This is an optimization exercise on Yosys and OpenROAD, whose aim is small area, not a production implementation.
In this exercise RTL edits were held to simulation tests only and were not proved equivalent to the original.
Power and IR drop assume default switching activity.

## the baseline
==> flow/design.v (excerpt) <==
module guitar(
input clk,
input rst,
input start,
input [3:0]buttons,
output [6:0]seg7_neg_sign,
output [6:0]seg7_dig0,
output [6:0]seg7_dig1,
output [6:0]seg7_dig2,
output [6:0]num_to_hit,
output reg led
);
localparam START  = 3'd0,
           CHECK1 = 3'd1,    
           CHECK  = 3'd3,
           NOTE1  = 3'd2,
           NOTE   = 3'd6,
           NOTEX  = 3'd7,
           DELAY  = 3'd5,
           DONE   = 3'd4;
reg  [2:0] S;
reg  [2:0] NS;
reg  [6:0] notes;        
reg  [1:0] random;       
reg  [1:0] hit_num;      
reg        bp;           
reg        bc;           
wire [6:0] y;            
wire       win_done;     
wire       del_end;      
wire is_check = (S == CHECK1) || (S == CHECK);
wire note01   = (S == NOTE1) || (S == NOTE);
wire win_en   = (S == NOTE) || (S == NOTEX) || (S == DELAY) || (S == CHECK);
wire last     = &notes;
rand_gen myrand(clk, (S == START) || (S == CHECK1), y);
time_to_hit my(clk, rst, win_en, win_done);
delay mydelay(clk, S == NOTEX, notes == 7'd0, del_end);
seven_segment numout({2'b00, hit_num}, num_to_hit);
three_decimal_vals_w_neg mynum(clk, rst, bp, bc, seg7_neg_sign, seg7_dig0, seg7_dig1, seg7_dig2);
always @(*)
begin
	case (S)
	START:  NS = start ? CHECK1 : START;
	CHECK1: NS = NOTE1;
	CHECK:  NS = last ? DONE : NOTE1;
	NOTE1,
	NOTE:   NS = (bp | win_done) ? NOTEX : NOTE;
	NOTEX:  NS = DELAY;
	DELAY:  NS = del_end ? CHECK : DELAY;
	default: NS = DONE;
	endcase
end
always @(posedge clk)
begin
	if (is_check)
		random <= ~{y[0], y[1]};
	bc <= ~buttons[hit_num];
end
always @(posedge clk or negedge rst)
begin
	if (rst == 1'b0)
	begin
		S <= START;
		notes <= 7'd0;
		hit_num <= 2'd0;
		bp <= 1'b0;
		led <= 1'b0;
	end
	else
	begin
		S <= NS;
		if (S == CHECK)
			notes <= notes + 1'b1;
		if (is_check)
  ...
Settings: LEC_CHECK=0, CAP_MARGIN=20, CORE_MARGIN=2, CORE_UTILIZATION=40, SLEW_MARGIN=20; clock period 10.0 ns.
run.sh (not shown) runs the stock make flow with config.mk's settings and CLKGATE_MAP_FILE= SYNTH_SCRIPT=/design/flow/synth_recipe.tcl, a recipe that flattens the netlist after the stock synthesis.
The baseline | status: complete | timing, DRC, antenna: pass
Input-level comparison between the candidate and the baseline:
==> flow/flow/run.sh (new file) <==
#!/bin/bash
# Own layout flow: the standard synthesis, then its combinational logic re-mapped
# for area (registers and their names untouched), then the standard layout steps
# with the port buffers made of the smallest buffer cell.
set -euo pipefail
W=$(pwd)
R=$W/orfs/results/$FLOW_PLATFORM/guitar/base
LIB=$FLOW_HOME/platforms/$FLOW_PLATFORM/lib/sky130_fd_sc_hd__tt_025C_1v80.lib
YOSYS=$(command -v yosys || echo "$FLOW_HOME/../tools/install/yosys/bin/yosys")

bash standard.sh synth > "$W/flow_synth.log" 2>&1
cp "$R/1_2_yosys.v" "$W/standard_synth.v"

REOPT_LIB=$LIB REOPT_IN=$W/standard_synth.v REOPT_OUT=$W/reopt.v REOPT_ABC=$W/flow/area.abc \
  "$YOSYS" -c "$W/flow/reopt.tcl" > "$W/flow_reopt.log" 2>&1

cp "$W/reopt.v" "$R/1_2_yosys.v"
rm -f "$R/1_synth.odb" "$R/1_synth.sdc"
touch "$R/1_2_yosys.v"

BUFFER_PORTS_ARGS="-buffer_cell sky130_fd_sc_hd__buf_1" bash standard.sh finish > "$W/flow_layout.log" 2>&1
==> flow/flow/area.abc (new file) <==
strash
&get -n
&deepsyn -T 10
&put
strash
&get -n
&dch -f
&nf -R 1000
&put
==> flow/flow/reopt.tcl (new file) <==
# Re-map the combinational logic of the standard synthesis for area. Registers
# (cell type and instance name) and tie cells are kept as they are.
set lib $::env(REOPT_LIB)
set in  $::env(REOPT_IN)
set out $::env(REOPT_OUT)
set abc $::env(REOPT_ABC)
yosys read_liberty -ignore_miss_func $lib
yosys read_verilog $in
yosys hierarchy -top $::env(FLOW_TOP)
yosys setattr -mod -set keep_hierarchy 1 sky130_fd_sc_hd__df* sky130_fd_sc_hd__edf* sky130_fd_sc_hd__conb*
yosys flatten
yosys rename -hide w:*.* 
yosys opt_clean -purge
yosys tee -o $out.before.stat stat
yosys abc -liberty $lib -dont_use *lpflow* -dont_use *probe* -dont_use *_ha_* -dont_use *_fa_* -script $abc
yosys opt_clean -purge
yosys splitnets
yosys opt_clean -purge
yosys hilomap -singleton -hicell sky130_fd_sc_hd__conb_1 HI -locell sky130_fd_sc_hd__conb_1 LO
yosys insbuf -buf sky130_fd_sc_hd__buf_4 A X
yosys tee -o $out.stat stat -liberty $lib
yosys blackbox sky130_fd_sc_hd__*
yosys hierarchy -top $::env(FLOW_TOP)
yosys write_verilog -noattr -noexpr -nohex -nodec $out
==> flow/standard.sh (new file) <==
#!/bin/bash
# synth_recipe.tcl (not shown) runs the flow's synth.tcl, then flattens the netlist and writes it again
# the make line also repeats each setting of config.mk as NAME=value (left out here)
make -C /OpenROAD-flow-scripts/flow DESIGN_CONFIG=/design/flow/config.mk WORK_HOME=/design/flow/orfs CLKGATE_MAP_FILE= SYNTH_SCRIPT=/design/flow/synth_recipe.tcl "${@:-finish}"
removed: flow/run.sh
[summary]
Comparing the candidate against the baseline, there is no change at all in total overflow reported by the global router. Sequential cell count: the candidate vs the baseline identical. Taking the candidate over the baseline, the inserted tap cell count ratio works out to 0.75. Taking the baseline as the reference, in the candidate average vias per placed instance -about 3%; routed wire length -about 25%; cell area -25%; biggest cell delay along the critical path -0.02 ns. The sequential share of power reported for the candidate is greater than that of the baseline by 14 points. Sort the candidate and the baseline by switching portion of total power, ascending, and the candidate comes first. The candidate reports its group drawing the most power as sequential cells while the baseline reports combinational logic. When the candidate is measured against the baseline, its fraction of area in registers turns out 12 points higher. Total number of multi-input combinational cells: the candidate vs the baseline down about 27%.

==> separate check: timing with driven ports <==
The results above use ideal ports. As a check the final layouts listed here were re-extracted and re-timed, cells and wires unchanged. Step 1 (the two cells are an assumption about what drives the block):
set clk [get_ports {clk}]
set_driving_cell -lib_cell sky130_fd_sc_hd__clkbuf_16 $clk
set_driving_cell -lib_cell sky130_fd_sc_hd__buf_2 [delete_from_list [all_inputs] $clk]
Step 2 adds t to the input delays and takes it off the output delays; t is the mean of the earliest and latest rising clock arrival at the registers after step 1. Input paths then give back, and output paths get back, about the clock's delay inside the block. Three values: no drivers, after step 1, after step 2; two values: the first two.
run	t (ns)	slack for setup (ns)	hold WS [ns]	slew at the worst register clock pin (ns)
the baseline	0.327	4.344 / 4.317 / 4.644	0.425 / 0.425 / 0.425	0.10 / 0.10
the candidate	0.314	6.037 / 6.014 / 6.328	0.428 / 0.428 / 0.428	0.09 / 0.09
After both steps every run listed still meets setup and hold.
